From an optimization exercise on the open Yosys and OpenROAD flow, aimed at small area; shortcuts taken in it are not production practice.
In this exercise RTL edits were held to simulation tests only and were not proved equivalent to the original.
Power is estimated from default activity; no workload was simulated.

===== flow/run.sh =====
#!/bin/bash
# synth_recipe.tcl (not shown) runs the flow's synth.tcl, then flattens the netlist and writes it again
# the make line also repeats each setting of config.mk as NAME=value (left out here)
make -C /OpenROAD-flow-scripts/flow DESIGN_CONFIG=/design/flow/config.mk WORK_HOME=/design/flow/orfs CLKGATE_MAP_FILE= SYNTH_SCRIPT=/design/flow/synth_recipe.tcl finish

===== flow/config.mk =====
export PLATFORM = sky130hd
export DESIGN_NAME = ARM
export DESIGN_NICKNAME = ARM
export VERILOG_FILES = /design/flow/design.v
export SDC_FILE = /design/flow/constraint.sdc
export NUM_CORES = 4
export LEC_CHECK = 0
export CAP_MARGIN = 20
export CORE_MARGIN = 2
export CORE_UTILIZATION = 40
export PLACE_DENSITY = 0.6
export SLEW_MARGIN = 20

===== flow/constraint.sdc =====
create_clock -name core_clock -period 12.0 [get_ports {clk}]
set_input_delay 2.4000 -clock core_clock [delete_from_list [all_inputs] [get_ports {clk}]]
set_output_delay 2.4000 -clock core_clock [all_outputs]
set_load 0.01 [all_outputs]

===== flow/design.v =====
module ALU(input [31:0] a,b,input [3:0] EXE_CMD,input c,v, output reg [31:0] result, output [3:0] SR);
  reg C,V;
  wire N,Z;
  always@(*)begin
    result=32'b0;
    C=c;
    V=v;
    if(EXE_CMD==4'b0001)
      result=b;
    else if(EXE_CMD==4'b1001)
      result=~b;
    else if(EXE_CMD==4'b0010) begin
      {C,result}=a+b;
      V=(a[31]==b[31])&(a[31]!=result[31]);
    end
    else if(EXE_CMD==4'b0011) begin
      {C,result}=a+b+{31'b0,c};
      V=(a[31]==b[31])&(a[31]!=result[31]);
    end
    else if(EXE_CMD==4'b0100) begin
      {C,result}=a-b;
      V=(a[31]!=b[31])&(a[31]!=result[31]);
    end
    else if(EXE_CMD==4'b0101) begin
      {C,result}=a-b-{31'b0,~c};
      V=(a[31]!=b[31])&(a[31]!=result[31]);
    end
    else if(EXE_CMD==4'b0110)
      result=a&b;
    else if(EXE_CMD==4'b0111)
      result=a|b;
    else if(EXE_CMD==4'b1000)
      result=a^b;
  end
  assign N=result[31];
  assign Z=(result==32'b0);
  assign SR={N,Z,C,V};
endmodule
module ARM(input clk,rst,
           output [31:0] imem_addr,
           input [31:0] imem_rdata,
           output [31:0] dmem_addr,dmem_wdata,
           output dmem_we,
           input [31:0] dmem_rdata);
  wire [3:0] Dest_wb,SR,new_status,src1,src2;
  wire [3:0] ID_Stage_EXE_CMD,ID_Stage_Dest;
  wire [3:0] EXE_Stage_EXE_CMD,EXE_Stage_Dest;
  wire [3:0] MEM_Stage_EXE_CMD,MEM_Stage_Dest;
  wire [11:0] Shift_operand_IN,Shift_operand;
  wire [23:0] Signed_imm_24_IN,Signed_imm_24;
  wire [31:0] ID_Stage_pc,EXE_Stage_pc;
  wire [31:0] IF_Stage_instruction,ID_Stage_instruction_In;
  wire [31:0] Val_Rn_IN,Val_Rm_IN,Val_Rn,Val_Rm,MEM_Stage_Val_Rm;
  wire [31:0] EXE_Stage_ALU_result,MEM_Stage_ALU_result,WB_Stage_ALU_result;
  wire [31:0] BranchAddr;
  wire [31:0] Result_WB;
  wire [31:0] MEM_result,WB_Stage_MEM_result;
  wire [31:0] IF_Stage_pc;
  wire [3:0] SR_cond;
  wire Hazard_Detected,Branch_taken,writeBackEn;
  wire ID_Stage_WB_EN,ID_Stage_MEM_R_EN,ID_Stage_MEM_W_EN,ID_Stage_B,ID_Stage_S;
  wire imm_IN,imm,Two_Src,Rn_is_valid;
  wire EXE_Stage_WB_EN,EXE_Stage_MEM_R_EN,EXE_Stage_MEM_W_EN,EXE_Stage_S;
  wire MEM_Stage_WB_EN,MEM_Stage_MEM_R_EN,MEM_Stage_MEM_W_EN;
  wire WB_Stage_MEM_R_EN;
  assign SR_cond=EXE_Stage_S ? new_status : SR;
  IF_Stage if_stage(.clk(clk),
        .rst(rst),
        .freeze(Hazard_Detected),
        .Branch_taken(Branch_taken),
        .BranchAddr(BranchAddr),
        .imem_rdata(imem_rdata),
        .imem_addr(imem_addr),
        .PC(IF_Stage_pc),
        .Instruction(IF_Stage_instruction));
  IF_Stage_Reg if_stage_reg(.clk(clk),
        .rst(rst),
        .freeze(Hazard_Detected),
        .flush(Branch_taken),
        .PC_in(IF_Stage_pc),
        .Instruction_in(IF_Stage_instruction),
        .PC(ID_Stage_pc),
        .Instruction(ID_Stage_instruction_In));
  ID_Stage id_stage(.clk(clk),
        .rst(rst),
        .Instruction(ID_Stage_instruction_In),
        .Result_WB(Result_WB),
        .writeBackEn(writeBackEn),
        .Dest_wb(Dest_wb),
        .hazard(Hazard_Detected),
        .SR(SR_cond),
        .WB_EN(ID_Stage_WB_EN),
        .MEM_R_EN(ID_Stage_MEM_R_EN),
        .MEM_W_EN(ID_Stage_MEM_W_EN),
        .B(ID_Stage_B),
        .S(ID_Stage_S),
        .EXE_CMD(ID_Stage_EXE_CMD),
        .Val_Rn(Val_Rn_IN),
        .Val_Rm(Val_Rm_IN),
        .imm(imm_IN),
        .Shift_operand(Shift_operand_IN),
        .Signed_imm_24(Signed_imm_24_IN),
        .Dest(ID_Stage_Dest),
        .src1(src1),
        .src2(src2),
        .Two_src(Two_Src),
        .Rn_is_valid(Rn_is_valid));
  ID_Stage_Reg id_stage_reg(.clk(clk),
        .rst(rst),
        .flush(Branch_taken),
        .WB_EN_IN(ID_Stage_WB_EN),
        .MEM_R_EN_IN(ID_Stage_MEM_R_EN),
        .MEM_W_EN_IN(ID_Stage_MEM_W_EN),
        .B_IN(ID_Stage_B),
        .S_IN(ID_Stage_S),
        .EXE_CMD_IN(ID_Stage_EXE_CMD),
        .PC_IN(ID_Stage_pc),
        .Val_Rn_IN(Val_Rn_IN),
        .Val_Rm_IN(Val_Rm_IN),
        .imm_IN(imm_IN),
        .Shift_operand_IN(Shift_operand_IN),
        .Signed_imm_24_IN(Signed_imm_24_IN),
        .Dest_IN(ID_Stage_Dest),
        .WB_EN(EXE_Stage_WB_EN),
        .MEM_R_EN(EXE_Stage_MEM_R_EN),
        .MEM_W_EN(EXE_Stage_MEM_W_EN),
        .B(Branch_taken),
        .S(EXE_Stage_S),
        .EXE_CMD(EXE_Stage_EXE_CMD),
        .PC(EXE_Stage_pc),
        .Val_Rn(Val_Rn),
        .Val_Rm(Val_Rm),
        .imm(imm),
        .Shift_operand(Shift_operand),
        .Signed_imm_24(Signed_imm_24),
        .Dest(EXE_Stage_Dest));
  EXE_Stage exe_stage(.clk(clk),
        .EXE_CMD(EXE_Stage_EXE_CMD),
        .MEM_R_EN(EXE_Stage_MEM_R_EN),
        .MEM_W_EN(EXE_Stage_MEM_W_EN),
        .PC(EXE_Stage_pc),
        .Val_Rn(Val_Rn),
        .Val_Rm(Val_Rm),
        .imm(imm),
        .Shift_operand(Shift_operand),
        .Signed_imm_24(Signed_imm_24),
        .SR(SR),
        .ALU_result(EXE_Stage_ALU_result),
        .Br_addr(BranchAddr),
        .status(new_status));
  EXE_Stage_Reg exe_stage_reg(.clk(clk),
        .rst(rst),
        .WB_en_in(EXE_Stage_WB_EN),
        .MEM_R_EN_in(EXE_Stage_MEM_R_EN),
        .MEM_W_EN_in(EXE_Stage_MEM_W_EN),
        .ALU_result_in(EXE_Stage_ALU_result),
        .ST_val_in(Val_Rm),
        .Dest_in(EXE_Stage_Dest),
        .WB_en(MEM_Stage_WB_EN),
        .MEM_R_EN(MEM_Stage_MEM_R_EN),
        .MEM_W_EN(MEM_Stage_MEM_W_EN),
        .ALU_result(MEM_Stage_ALU_result),
        .ST_val(MEM_Stage_Val_Rm),
        .Dest(MEM_Stage_Dest));
  assign dmem_addr=MEM_Stage_ALU_result;
  assign dmem_wdata=MEM_Stage_Val_Rm;
  assign dmem_we=MEM_Stage_MEM_W_EN;
  assign MEM_result=dmem_rdata;
  MEM_reg mem_reg(.clk(clk),
        .rst(rst),
        .WB_en_in(MEM_Stage_WB_EN),
        .MEM_R_en_in(MEM_Stage_MEM_R_EN),
        .ALU_result_in(MEM_Stage_ALU_result),
        .Mem_read_value_in(MEM_result),
        .Dest_in(MEM_Stage_Dest),
        .WB_en(writeBackEn),
        .MEM_R_en(WB_Stage_MEM_R_EN),
        .ALU_result(WB_Stage_ALU_result),
        .Mem_read_value(WB_Stage_MEM_result),
        .Dest(Dest_wb));
  WB_Stage wb_stage(.ALU_result(WB_Stage_ALU_result),
        .MEM_result(WB_Stage_MEM_result),
        .MEM_R_en(WB_Stage_MEM_R_EN),
        .out(Result_WB));
  HazardDetectionUnit hazard_detection_unit(.src1(src1),
        .src2(src2),
        .Two_Src(Two_Src),
        .Rn_is_valid(Rn_is_valid),
        .Exe_Dest(EXE_Stage_Dest),
        .Exe_WB_EN(EXE_Stage_WB_EN),
        .Mem_Dest(MEM_Stage_Dest),
        .Mem_WB_EN(MEM_Stage_WB_EN),
        .Hazard_Detected(Hazard_Detected));
  StatusRegister status_register(.clk(clk),
        .rst(rst),
        .change_status(EXE_Stage_S),
        .status_in(new_status),
        .status_out(SR));
endmodule
module Adder#(parameter n=32)(input [n-1:0] a,b, output [n-1:0] result);
  assign result = a+b;
endmodule
module ConditionCheck(input [3:0] condition,SR,
                      output reg condition_check_result);
  wire n,z,c,v;
  assign {n,z,c,v}=SR;
  always@(*)begin
    condition_check_result=1'b0;
    if(condition==4'd0)
      condition_check_result=z;
    else if(condition==4'd1)
      condition_check_result=!z;
    else if(condition==4'd2)
      condition_check_result=c;
    else if(condition==4'd3)
      condition_check_result=!c;
    else if(condition==4'd4)
      condition_check_result=n;
    else if(condition==4'd5)
      condition_check_result=!n;
    else if(condition==4'd6)
      condition_check_result=v;
    else if(condition==4'd7)
      condition_check_result=!v;
    else if(condition==4'd8)
      condition_check_result=c&!z;
    else if(condition==4'd9)
      condition_check_result=!c|z;
    else if(condition==4'd10)
      condition_check_result=(n==v);
    else if(condition==4'd11)
      condition_check_result=(n!=v);
    else if(condition==4'd12)
      condition_check_result=!z &(n==v);
    else if(condition==4'd13)
      condition_check_result=z|(n!=v);
    else if(condition==4'd14)
      condition_check_result=1'b1;
  end  
endmodule
module ControlUnit(input [1:0] mode,
                   input [3:0] opcode,
                   input s,
                   output reg [3:0] EXE_CMD,
                   output reg memory_read_en,memory_write_en,WB_Enable,B,S,Rn_is_valid);
  always@(*)begin
    EXE_CMD=4'b0000;
    memory_read_en=1'b0;
    memory_write_en=1'b0;
    WB_Enable=1'b0;
    B=1'b0;
    S=1'b0;
    Rn_is_valid=1'b0;
    if(mode==2'b00) begin
      if(opcode==4'b1101) begin  
        EXE_CMD=4'b0001;
        memory_read_en=1'b0;
        memory_write_en=1'b0;
        WB_Enable=1'b1;
        B=1'b0;
        S=s;
        Rn_is_valid=1'b0;
      end
      else if(opcode==4'b1111) begin
        EXE_CMD=4'b1001;
        memory_read_en=1'b0;
        memory_write_en=1'b0;
        WB_Enable=1'b1;
        B=1'b0;
        S=s;
        Rn_is_valid=1'b0;
      end
      else if(opcode==4'b0100) begin
        EXE_CMD=4'b0010;
        memory_read_en=1'b0;
        memory_write_en=1'b0;
        WB_Enable=1'b1;
        B=1'b0;
        S=s;
        Rn_is_valid=1'b1;
      end
      else if(opcode==4'b0101) begin
        EXE_CMD=4'b0011;
        memory_read_en=1'b0;
        memory_write_en=1'b0;
        WB_Enable=1'b1;
        B=1'b0;
        S=s;
        Rn_is_valid=1'b1;
      end
      else if(opcode==4'b0010) begin
        EXE_CMD=4'b0100;
        memory_read_en=1'b0;
        memory_write_en=1'b0;
        WB_Enable=1'b1;
        B=1'b0;
        S=s;
        Rn_is_valid=1'b1;
      end
      else if(opcode==4'b0110) begin
        EXE_CMD=4'b0101;
        memory_read_en=1'b0;
        memory_write_en=1'b0;
        WB_Enable=1'b1;
        B=1'b0;
        S=s;
        Rn_is_valid=1'b1;
      end
      else if(opcode==4'b0000) begin
        EXE_CMD=4'b0110;
        memory_read_en=1'b0;
        memory_write_en=1'b0;
        WB_Enable=1'b1;
        B=1'b0;
        S=s;
        Rn_is_valid=1'b1;
      end
      else if(opcode==4'b1100) begin
        EXE_CMD=4'b0111;
        memory_read_en=1'b0;
        memory_write_en=1'b0;
        WB_Enable=1'b1;
        B=1'b0;
        S=s;
        Rn_is_valid=1'b1;
      end
      else if(opcode==4'b0001) begin
        EXE_CMD=4'b1000;
        memory_read_en=1'b0;
        memory_write_en=1'b0;
        WB_Enable=1'b1;
        B=1'b0;
        S=s;
        Rn_is_valid=1'b1;
      end
      else if(opcode==4'b1010) begin
        EXE_CMD=4'b0100;
        memory_read_en=1'b0;
        memory_write_en=1'b0;
        WB_Enable=1'b0;
        B=1'b0;
        S=1'b1;
        Rn_is_valid=1'b1;
      end
      else if(opcode==4'b1000) begin
        EXE_CMD=4'b0110;
        memory_read_en=1'b0;
        memory_write_en=1'b0;
        WB_Enable=1'b0;
        B=1'b0;
        S=1'b1;
        Rn_is_valid=1'b1;
      end
    end
    else if(mode==2'b01 && opcode==4'b0100) begin
      if(s==1'b1) begin
        EXE_CMD=4'b0010;
        memory_read_en=1'b1;
        memory_write_en=1'b0;
        WB_Enable=1'b1;
        B=1'b0;
        S=1'b0;
        Rn_is_valid=1'b1;
      end
      else if(s==1'b0) begin
        EXE_CMD=4'b0010;
        memory_read_en=1'b0;
        memory_write_en=1'b1;
        WB_Enable=1'b0;
        B=1'b0;
        S=1'b0;
        Rn_is_valid=1'b1;
      end
    end
    else if(mode==2'b10) begin
      memory_read_en=1'b0;
      memory_write_en=1'b0;
      WB_Enable=1'b0;
      B=1'b1;
      S=1'b0;
      Rn_is_valid=1'b0;
    end
  end
endmodule
module EXE_Stage(input clk,
                input [3:0] EXE_CMD,
                input MEM_R_EN,MEM_W_EN,
                input [31:0] PC,Val_Rn,Val_Rm,
                input imm,
                input [11:0] Shift_operand,
                input [23:0] Signed_imm_24,
                input [3:0] SR,
                output [31:0] ALU_result,Br_addr,
                output [3:0] status);
  wire [31:0] alu_b;
  wire [31:0] branch_immediate;
  assign branch_immediate={{8{Signed_imm_24[23]}},Signed_imm_24}<<2;
  wire memory_type_instruction;
  or _or(memory_type_instruction,MEM_R_EN,MEM_W_EN);
  ALU alu(.a(Val_Rn),
        .b(alu_b),
        .EXE_CMD(EXE_CMD),
        .c(SR[1]),
        .v(SR[0]),
        .result(ALU_result),
        .SR(status));
  Shifter shifter(.Val_Rm(Val_Rm),
        .Shift_operand(Shift_operand),
        .imm(imm),
        .memory_type_instruction(memory_type_instruction),
        .alu_b(alu_b));
  Adder #(32) adder(.a(PC),
        .b(branch_immediate),
        .result(Br_addr));
endmodule
module EXE_Stage_Reg(
                input clk,rst,WB_en_in,MEM_R_EN_in,MEM_W_EN_in,
                input [31:0] ALU_result_in,ST_val_in,
                input [3:0] Dest_in,
                output reg WB_en,MEM_R_EN,MEM_W_EN,
                output reg [31:0] ALU_result,ST_val,
                output reg [3:0] Dest);
  always@(posedge clk,posedge rst)begin
    if(rst) begin
      WB_en<=1'b0;
      MEM_R_EN<=1'b0;
      MEM_W_EN<=1'b0;
      ALU_result<=32'd0;
      ST_val<=32'd0;
      Dest<=4'd0;
    end
    else begin
    WB_en<=WB_en_in;
    MEM_R_EN<=MEM_R_EN_in;
    MEM_W_EN<=MEM_W_EN_in;
    ALU_result<=ALU_result_in;
    ST_val<=ST_val_in;
    Dest<=Dest_in; 
    end
  end
endmodule
module HazardDetectionUnit(input [3:0] src1,src2,
                            input Two_Src,Rn_is_valid,
                            input [3:0] Exe_Dest,
                            input Exe_WB_EN,
                            input [3:0] Mem_Dest,
                            input Mem_WB_EN,
                            output Hazard_Detected);
  reg execution_stage_hazard,memory_stage_hazard;
  always@(*) begin
    execution_stage_hazard=1'b0;
    memory_stage_hazard=1'b0;
    if(Exe_WB_EN) begin
      if((src1==Exe_Dest && Rn_is_valid) || (src2==Exe_Dest && Two_Src))
        execution_stage_hazard=1'b1;
    end
    if(Mem_WB_EN) begin
      if((src1==Mem_Dest && Rn_is_valid) || (src2==Mem_Dest && Two_Src))
        memory_stage_hazard=1'b1;
    end
  end
  or _or(Hazard_Detected,execution_stage_hazard,memory_stage_hazard);
endmodule
module ID_Stage(input clk,rst,
                input [31:0] Instruction,Result_WB,
                input writeBackEn,
                input [3:0] Dest_wb,
                input hazard,
                input [3:0] SR,
                output WB_EN,MEM_R_EN,MEM_W_EN,B,S,
                output [3:0] EXE_CMD,
                output [31:0] Val_Rn,Val_Rm,
                output imm,
                output [11:0] Shift_operand,
                output [23:0] Signed_imm_24,
                output [3:0] Dest,src1,src2,
                output Two_src,Rn_is_valid);
    wire [3:0] pre_EXE_CMD;
    wire s,pre_MEM_R_EN,pre_MEM_W_EN,pre_WB_EN,pre_B,pre_S;
    wire condition_check_result,imm_not,control_signal_selector;
    assign Dest=Instruction[15:12];
    assign s=Instruction[20];
    assign imm=Instruction[25];
    assign Shift_operand=Instruction[11:0];
    assign Signed_imm_24=Instruction[23:0];
    assign src1=Instruction[19:16];
    RegisterFile register_file(.clk(clk),
          .rst(rst),
          .src1(src1),
          .src2(src2),
          .Dest_wb(Dest_wb),
          .Result_WB(Result_WB),
          .writeBackEn(writeBackEn),
          .reg1(Val_Rn),
          .reg2(Val_Rm));
    ControlUnit control_unit(.mode(Instruction[27:26]),
          .opcode(Instruction[24:21]),
          .s(s),
          .EXE_CMD(pre_EXE_CMD),
          .memory_read_en(pre_MEM_R_EN),
          .memory_write_en(pre_MEM_W_EN),
          .WB_Enable(pre_WB_EN),
          .B(pre_B),
          .S(pre_S),
          .Rn_is_valid(Rn_is_valid));
    ConditionCheck condition_check(.condition(Instruction[31:28]),
          .SR(SR),
          .condition_check_result(condition_check_result));
    not _not(imm_not,imm);
    or _or(Two_src,imm_not,pre_MEM_W_EN); 
    and _and(control_signal_selector,condition_check_result,!hazard);
    Mux#(4) _mux1(.a(Instruction[3:0]),
          .b(Dest),
          .selector(pre_MEM_W_EN),
          .result(src2));
    Mux#(9) _mux2(.a(9'b000000000),
          .b({pre_EXE_CMD,pre_MEM_R_EN,pre_MEM_W_EN,pre_WB_EN,pre_B,pre_S}),
          .selector(control_signal_selector),
          .result({EXE_CMD,MEM_R_EN,MEM_W_EN,WB_EN,B,S}));
endmodule
module ID_Stage_Reg(input clk,rst,flush,
                input WB_EN_IN,MEM_R_EN_IN,MEM_W_EN_IN,
                input B_IN,S_IN,
                input [3:0] EXE_CMD_IN,
                input [31:0] PC_IN,
                input [31:0] Val_Rn_IN,Val_Rm_IN,
                input imm_IN,
                input [11:0] Shift_operand_IN,
                input [23:0] Signed_imm_24_IN,
                input [3:0] Dest_IN,
                output reg WB_EN,MEM_R_EN,MEM_W_EN,B,S,
                output reg [3:0] EXE_CMD,
                output reg [31:0] PC,
                output reg [31:0] Val_Rn,Val_Rm,
                output reg imm,
                output reg [11:0] Shift_operand,
                output reg [23:0] Signed_imm_24,
                output reg [3:0] Dest);
  always@(posedge clk,posedge rst)begin
    if(rst)begin
      WB_EN<=1'b0;
      MEM_R_EN<=1'b0;
      MEM_W_EN<=1'b0;
      B<=1'b0;
      S<=1'b0;
      EXE_CMD<=4'd0;
      PC<=32'd0;
      Val_Rn<=32'd0;
      Val_Rm<=32'd0;
      imm<=1'b0;
      Shift_operand<=12'd0;
      Signed_imm_24<=24'd0;
      Dest<=4'd0;
    end
    else if(flush)begin
      WB_EN<=1'b0;
      MEM_R_EN<=1'b0;
      MEM_W_EN<=1'b0;
      B<=1'b0;
      S<=1'b0;
      EXE_CMD<=4'd0;
      PC<=32'd0;
      Val_Rn<=32'd0;
      Val_Rm<=32'd0;
      imm<=1'b0;
      Shift_operand<=12'd0;
      Signed_imm_24<=24'd0;
      Dest<=4'd0;
    end
    else begin
      WB_EN<=WB_EN_IN;
      MEM_R_EN<=MEM_R_EN_IN;
      MEM_W_EN<=MEM_W_EN_IN;
      B<=B_IN;
      S<=S_IN;
      EXE_CMD<=EXE_CMD_IN;
      PC<=PC_IN;
      Val_Rn<=Val_Rn_IN;
      Val_Rm<=Val_Rm_IN;
      imm<=imm_IN;
      Shift_operand<=Shift_operand_IN;
      Signed_imm_24<=Signed_imm_24_IN;
      Dest<=Dest_IN;
    end
  end
endmodule
module IF_Stage(input clk,rst,freeze,Branch_taken,
                input [31:0] BranchAddr,
                input [31:0] imem_rdata,
                output [31:0] imem_addr,
                output [31:0] PC,Instruction);
  wire [31:0] buffered_pc;
  assign imem_addr=buffered_pc;
  assign Instruction=imem_rdata;
  PC_Handler pc_handler(.clk(clk),
        .rst(rst),
        .freeze(freeze),
        .Branch_taken(Branch_taken),
        .BranchAddr(BranchAddr),
        .buffered_pc(buffered_pc));
  Adder #(32) adder(.a(buffered_pc),
        .b(32'd4),
        .result(PC));
endmodule
module IF_Stage_Reg(input clk,rst,freeze,flush,
                input [31:0] PC_in,Instruction_in,
                output reg [31:0] PC,Instruction);
  always@(posedge clk,posedge rst)begin
    if(rst) begin
      PC<=32'd0;
      Instruction<=32'd0;
    end
    else if(flush) begin
      PC<=32'd0;
      Instruction<=32'd0;
    end
    else begin
      if(freeze) begin
        PC<=PC;
        Instruction<=Instruction;
      end
      else begin
        PC<=PC_in;
        Instruction<=Instruction_in;
      end
    end
  end
endmodule
module MEM_reg(input clk,rst,WB_en_in,MEM_R_en_in,
               input [31:0] ALU_result_in, Mem_read_value_in,
               input [3:0] Dest_in,
               output reg WB_en,MEM_R_en,
               output reg [31:0] ALU_result,Mem_read_value,
               output reg [3:0] Dest);
  always@(posedge clk,posedge rst)begin
    if(rst) begin
      WB_en<=1'b0;
      MEM_R_en<=1'b0;
      Dest<=4'd0;
      ALU_result<=32'd0;
      Mem_read_value<=32'd0;
    end
    else begin
    WB_en<=WB_en_in;
    MEM_R_en<=MEM_R_en_in;
    Dest<=Dest_in;
    ALU_result<=ALU_result_in;
    Mem_read_value<=Mem_read_value_in;
    end
  end
endmodule
module Mux#(parameter n=9)(input [n-1:0] a,b,input selector,output [n-1:0]result);
  assign result = selector?b:a;
endmodule
module PC_Handler(input clk,rst,freeze,Branch_taken,
                  input [31:0] BranchAddr,
                  output [31:0] buffered_pc);
  reg [31:0] pc;
  always@(posedge clk,posedge rst)begin
    if(rst) begin
      pc<=32'b0;
    end
    else if(Branch_taken)
      pc<=BranchAddr;
    else begin
      if(freeze)
        pc<=pc;
      else
        pc<=pc+32'd4;
    end
  end
  assign buffered_pc=pc;
endmodule
module RegisterFile(input clk,rst,
                    input [3:0] src1,src2,Dest_wb,
                    input [31:0] Result_WB,
                    input writeBackEn,
                    output [31:0] reg1,reg2);
  reg [31:0] registers[0:14];
  integer i;
  always@(posedge clk,posedge rst)begin
    if(rst) begin
      for(i=0;i<15;i=i+1)
        registers[i]<=i;
    end
    else if(writeBackEn && Dest_wb!=4'd15)
      registers[Dest_wb]<=Result_WB;
  end
  assign reg1=(src1==4'd15) ? 32'd0 :
              (writeBackEn && Dest_wb==src1) ? Result_WB : registers[src1];
  assign reg2=(src2==4'd15) ? 32'd0 :
              (writeBackEn && Dest_wb==src2) ? Result_WB : registers[src2];
endmodule
module Shifter(input [31:0] Val_Rm,
               input [11:0] Shift_operand,
               input imm,memory_type_instruction,
               output reg [31:0] alu_b);
  reg [4:0] rotate_imm;
  reg [39:0] immed,first_pre_value;
  reg [63:0] second_pre_value;
  always@(*)begin
    alu_b=Val_Rm;
    rotate_imm=5'b0;
    first_pre_value=40'b0;
    second_pre_value=64'b0;
    if(memory_type_instruction)
      alu_b={{20{Shift_operand[11]}},Shift_operand};
    else if(imm) begin
      rotate_imm={Shift_operand[11:8],1'b0};
      first_pre_value = {Shift_operand[7:0],24'b000000000000000000000000,Shift_operand[7:0]}>>rotate_imm;
      alu_b=first_pre_value[31:0];
    end
    else if(Shift_operand[4]==0) begin
      if(Shift_operand[6:5]==2'b00)
        alu_b=Val_Rm<<Shift_operand[11:7];
      if(Shift_operand[6:5]==2'b01)
        alu_b=Val_Rm>>Shift_operand[11:7];
      if(Shift_operand[6:5]==2'b10)
        alu_b=$signed(Val_Rm)>>>Shift_operand[11:7];
      if(Shift_operand[6:5]==2'b11) begin
        second_pre_value={Val_Rm,Val_Rm}>>Shift_operand[11:7];
        alu_b=second_pre_value[31:0];
      end
    end
  end 
endmodule
module StatusRegister(input clk,rst,change_status,
                      input [3:0] status_in,
                      output reg [3:0] status_out);
  always@(posedge clk,posedge rst)begin
    if(rst)
	    status_out<=4'b0000;
    else if(change_status)
      status_out<=status_in;
  end
endmodule
module WB_Stage(input [31:0] ALU_result,MEM_result,
                input MEM_R_en,
                output [31:0] out);
  Mux #(32) _mux(.a(ALU_result),
        .b(MEM_result),
        .selector(MEM_R_en),
        .result(out));
endmodule

==> impl_metrics.env <==
export IMPL_syn_avg_cell_area_sq_um=8.708
export IMPL_grt_remaining_overflow=0
export IMPL_synth_area_sq_um=54620
export IMPL_clkTransAtPathRegs_ps=70
export IMPL_cts_root_buffer="clkbuf_16"
export IMPL_internal_power_w=0.009668
export IMPL_track_usage_pct=35.97
export IMPL_holdCritPathClass="reg2reg"
export IMPL_ir_drop_mv=0.1753
export IMPL_ys_flop_type="dfrtp_1"
export IMPL_cts_setup_buffers=0
export IMPL_grt_pass1_vias=51600
export IMPL_cts_tree="done"
export IMPL_cts_resized_gates=0
export IMPL_p_sw_w=0.01066
export IMPL_syn_to_final_growth_pct=13.03
export IMPL_path_delay_family="simple AND/OR/NAND/NOR gates"
export IMPL_die_area_sq_um=139500
export IMPL_max_cap_viol_count=0
export IMPL_fmax_mhz=95.63
export IMPL_synth_top_cell_by_area="dfrtp_1"
export IMPL_syn_inst=6272
export IMPL_fin_nets=6397
export IMPL_crit_top_cell="a21oi_1"
export IMPL_synth_area_leaders="dfrtp_1, a21oi_1, nor2_1, a22oi_1, nand2_1"
export IMPL_cp_depth=26
export IMPL_final_cell_area_sq_um=61730
export IMPL_skew_ps=66.65
export IMPL_clock_latency_ps=750
export IMPL_path_class="reg2reg"
export IMPL_cp_slowest_cell="o31ai_1"
export IMPL_crit_fanout=38
export IMPL_cp_data_required_time_ps=12560
export IMPL_crit_path_max_incr_delay_ps=840
export IMPL_numCtsBuffers=96
export IMPL_pwr_share_clk_pct=15.0
export IMPL_portBuffers=162
export IMPL_period_minus_slack_ps=10460
export IMPL_worstRegToRegCells=26
export IMPL_seq_area_frac_synth_pct=39.06
export IMPL_std_cell_rows=135
export IMPL_cts_max_path_buffers=3
export IMPL_gp_congestion=1.067
export IMPL_drv_slew=0
export IMPL_drt_iter0_markers=8337
export IMPL_p_per_area_nw_per_um2=329.3
export IMPL_worstHoldPathCells=0
export IMPL_seqPwrFrac_pct=23.7
export IMPL_leakage_nw=25.12
export IMPL_num_vias=54330
export IMPL_endpoint_kind="flip-flop"
export IMPL_max_slew_margin_rel_pct=14.27
export IMPL_die_x_um=373.5
export IMPL_critPathArrivalTime_ps=11020
export IMPL_comb_power_share_pct=61.2
export IMPL_cts_sinks=851
export IMPL_start_util_pct=40.32
export IMPL_grt_max_degree=172
export IMPL_final_layout_size_suffix_gt1_share_pct=11.62
export IMPL_pin_count=163
export IMPL_wire_per_inst_um=32.01
export IMPL_rsz0062_at_grt="false"
export IMPL_ctsHoldBuffers=0
export IMPL_synth_net_count=6471
export IMPL_synth_distinct_cells=103
export IMPL_grt_pass1_wl_um=369900
export IMPL_setup_tns_ps=0
export IMPL_die_h_um=373.5
export IMPL_async_reset_ff_share_pct=100.0
export IMPL_ctsHtreeMaxLevel=3
export IMPL_hpwl_um=169300
export IMPL_tightest_slew_ps=1274
export IMPL_avgViaCountPerCell=6.738
export IMPL_critPathBufInv=3
export IMPL_dpl_cell_area_sq_um=58460
export IMPL_start_kind="flip-flop"
export IMPL_routed_wl_um=258100
export IMPL_swShare_pct=52.44
export IMPL_ys_seq_elements=851
export IMPL_core_sq_um=135500
export IMPL_ant_nets=0
export IMPL_ys_warn_count=13
export IMPL_min_period_over_period_pct=87.14
export IMPL_synth_edf_count=0
export IMPL_remaining_drc_errors=0
export IMPL_drt_pass1_iterations=12
export IMPL_synth_top_area_share_pct=37.71
export IMPL_setup_violations=0
export IMPL_antenna_found_initial=19
export IMPL_status="timing/DRC/antenna clean"
export IMPL_hold_viol=0
==> registers in the layout, summed over array words and instances, names as in the netlist, 4 cells and up <==
register	cells
exe_stage_reg.ALU_result	32
exe_stage_reg.Dest	4
exe_stage_reg.ST_val	32
id_stage.register_file.registers	480
id_stage_reg.EXE_CMD	4
id_stage_reg.PC	32
id_stage_reg.Shift_operand	11
id_stage_reg.Signed_imm_24	13
id_stage_reg.Val_Rm	32
id_stage_reg.Val_Rn	32
if_stage.pc_handler.pc	32
if_stage_reg.Instruction	32
if_stage_reg.PC	32
mem_reg.ALU_result	32
mem_reg.Dest	4
mem_reg.Mem_read_value	32
status_register.status_out	4
==> synthesized netlist by cell type (29+ instances only) <==
cell type	instances
buf_1	50
nor2_1	730
o21ai_0	374
or3_1	36
a21oi_1	645
nor4_1	42
nor2b_1	105
mux4_2	82
nand2b_1	57
o22ai_1	89
ha_1	130
a221oi_1	39
a222oi_1	55
nand4_1	111
xor2_1	60
a211oi_1	67
mux2_2	114
nand2_1	507
and3_1	33
a31oi_1	48
a21o_1	43
xnor2_1	119
buf_2	29
mux2i_1	145
a22oi_1	320
clkbuf_1	444
nor3_1	107
o211ai_1	49
o21a_1	32
dfrtp_1	823
nand3_1	168
inv_1	139
==> per-stage QoR <==
stage	util, %	power, W	hold slack, ps	std cells	worst slack [ps]
3_3_place_gp	43.14	0.01669	332.5	7881	2289
5_1_grt	45.56	0.02124	357.0	8057	987.3
6_report	45.57	0.02033	348.5	8063	1543
3_5_place_dp	43.15	0.01672	336.3	7881	2290
2_1_floorplan	-	0.01225	331.2	6272	-2071
4_1_cts	45.55	0.01983	350.3	8057	2187
==> power by group through the flow <==
stage	clock [W]	sequential, W	combinational (W)
3_3_place_gp	0	0.00482	0.0119
6_report	0.00306	0.00483	0.0124
3_5_place_dp	0	0.00484	0.0119
4_1_cts	0.00309	0.00480	0.0119
2_1_floorplan	0	0.00442	0.00782
5_1_grt	0.00320	0.00494	0.0131
==> cell usage in the layout (no fill, tap or decap), drive strengths merged, types with 109 or more instances in the layout <==
cell type / synthesis / final
nor2: 730 / 730
clkbuf: 444 / 137
nand4: 111 / 111
nand3: 170 / 170
dfrtp: 823 / 823
mux2: 114 / 114
a21oi: 646 / 646
ha: 130 / 130
buf: 83 / 193
nand2: 507 / 507
inv: 142 / 151
nor3: 109 / 109
xnor2: 119 / 119
a22oi: 320 / 320
mux2i: 145 / 145
clkdlybuf4s50: 0 / 162
o21ai: 379 / 379
==> worst paths after layout <==
path                                           startpoint                             end  slack [ps]
min reg2reg                        exe_stage_reg.MEM_R_EN                mem_reg.MEM_R_en         350
max reg2reg                id_stage_reg.Shift_operand[10]           id_stage_reg.MEM_R_EN        1540
min                                exe_stage_reg.MEM_R_EN                mem_reg.MEM_R_en         350
min in group asynchronous                             rst        exe_stage_reg.ST_val[24]        2140
max in group asynchronous                             rst  id_stage_reg.Signed_imm_24[21]        7510
max                        id_stage_reg.Shift_operand[10]           id_stage_reg.MEM_R_EN        1540
==> logic make-up (layout without fill, tap and decap cells) <==
family | after synthesis | in the layout | synth area share (%)
AO/OA/AOI/OAI | 2053 | 2053 | 24.38
XOR/XNOR | 179 | 179 | 2.870
adder cells (fa/ha/maj) | 133 | 133 | 3.088
buffers and inverters | 672 | 676 | 4.719
flip-flops | 851 | 851 | 39.06
multiplexers | 341 | 341 | 8.389
other | 0 | 6 | 0
AND/OR/NAND/NOR | 2043 | 2043 | 17.50
==> area by class of cell <==
cell class,instances,area [sq um]
clock inverter,39,415.4
antenna,6,15.01
fill,13150,73730
tap,1781,2228
sequential,851,21350
multi-input combinational,4749,31180
inverter,145,548.0
timing repair buffer,355,3158
clock buffer,137,2829
==> worst register-to-register path: cells and delay by family (launching register included) <==
kind | cells | cell delay [ps]
AO/OA/AOI/OAI | 10 | 3290
XOR/XNOR | 1 | 190
adder cells (fa/ha/maj) | 1 | 570
buffers and inverters | 3 | 1370
flip-flops | 1 | 720
multiplexers | 1 | 230
AND/OR/NAND/NOR | 10 | 3920
==> routing by layer <==
layer | vias up | track usage, % | wire, um
li1 | 22970 | - | -
met1 | 26360 | 46.68 | 97930
met2 | 3984 | 51.71 | 106500
met3 | 991 | 11.88 | 34690
met4 | 20 | 22.07 | 18800
met5 | - | 0 | 124

==> port drivers added, routing unchanged <==
No port has a modelled driver above. Below, the same layout with a new extraction and two added sets of constraints.
Step 1, drivers: a clkbuf_16 drives clk and a buf_2 each remaining input, both assumed.
Step 2 moves the port delays by t, midway between the first and last clock arrival at a register: inputs arrive t later, outputs are due t later. That takes back most of the time a late clock gives input paths.
Slacks: ideal ports / drivers / drivers and shift; pairs: ideal ports / drivers.
shift t [ns]: 0.790
setup WS [ns]: 1.543 / 1.543 / 1.543
slew at the worst register clock pin (ns): 0.09 / 0.09
After both steps this run still meets setup and hold. The setup slack of this run moves by 0.000 ns with the drivers and by 0.000 ns with both steps.
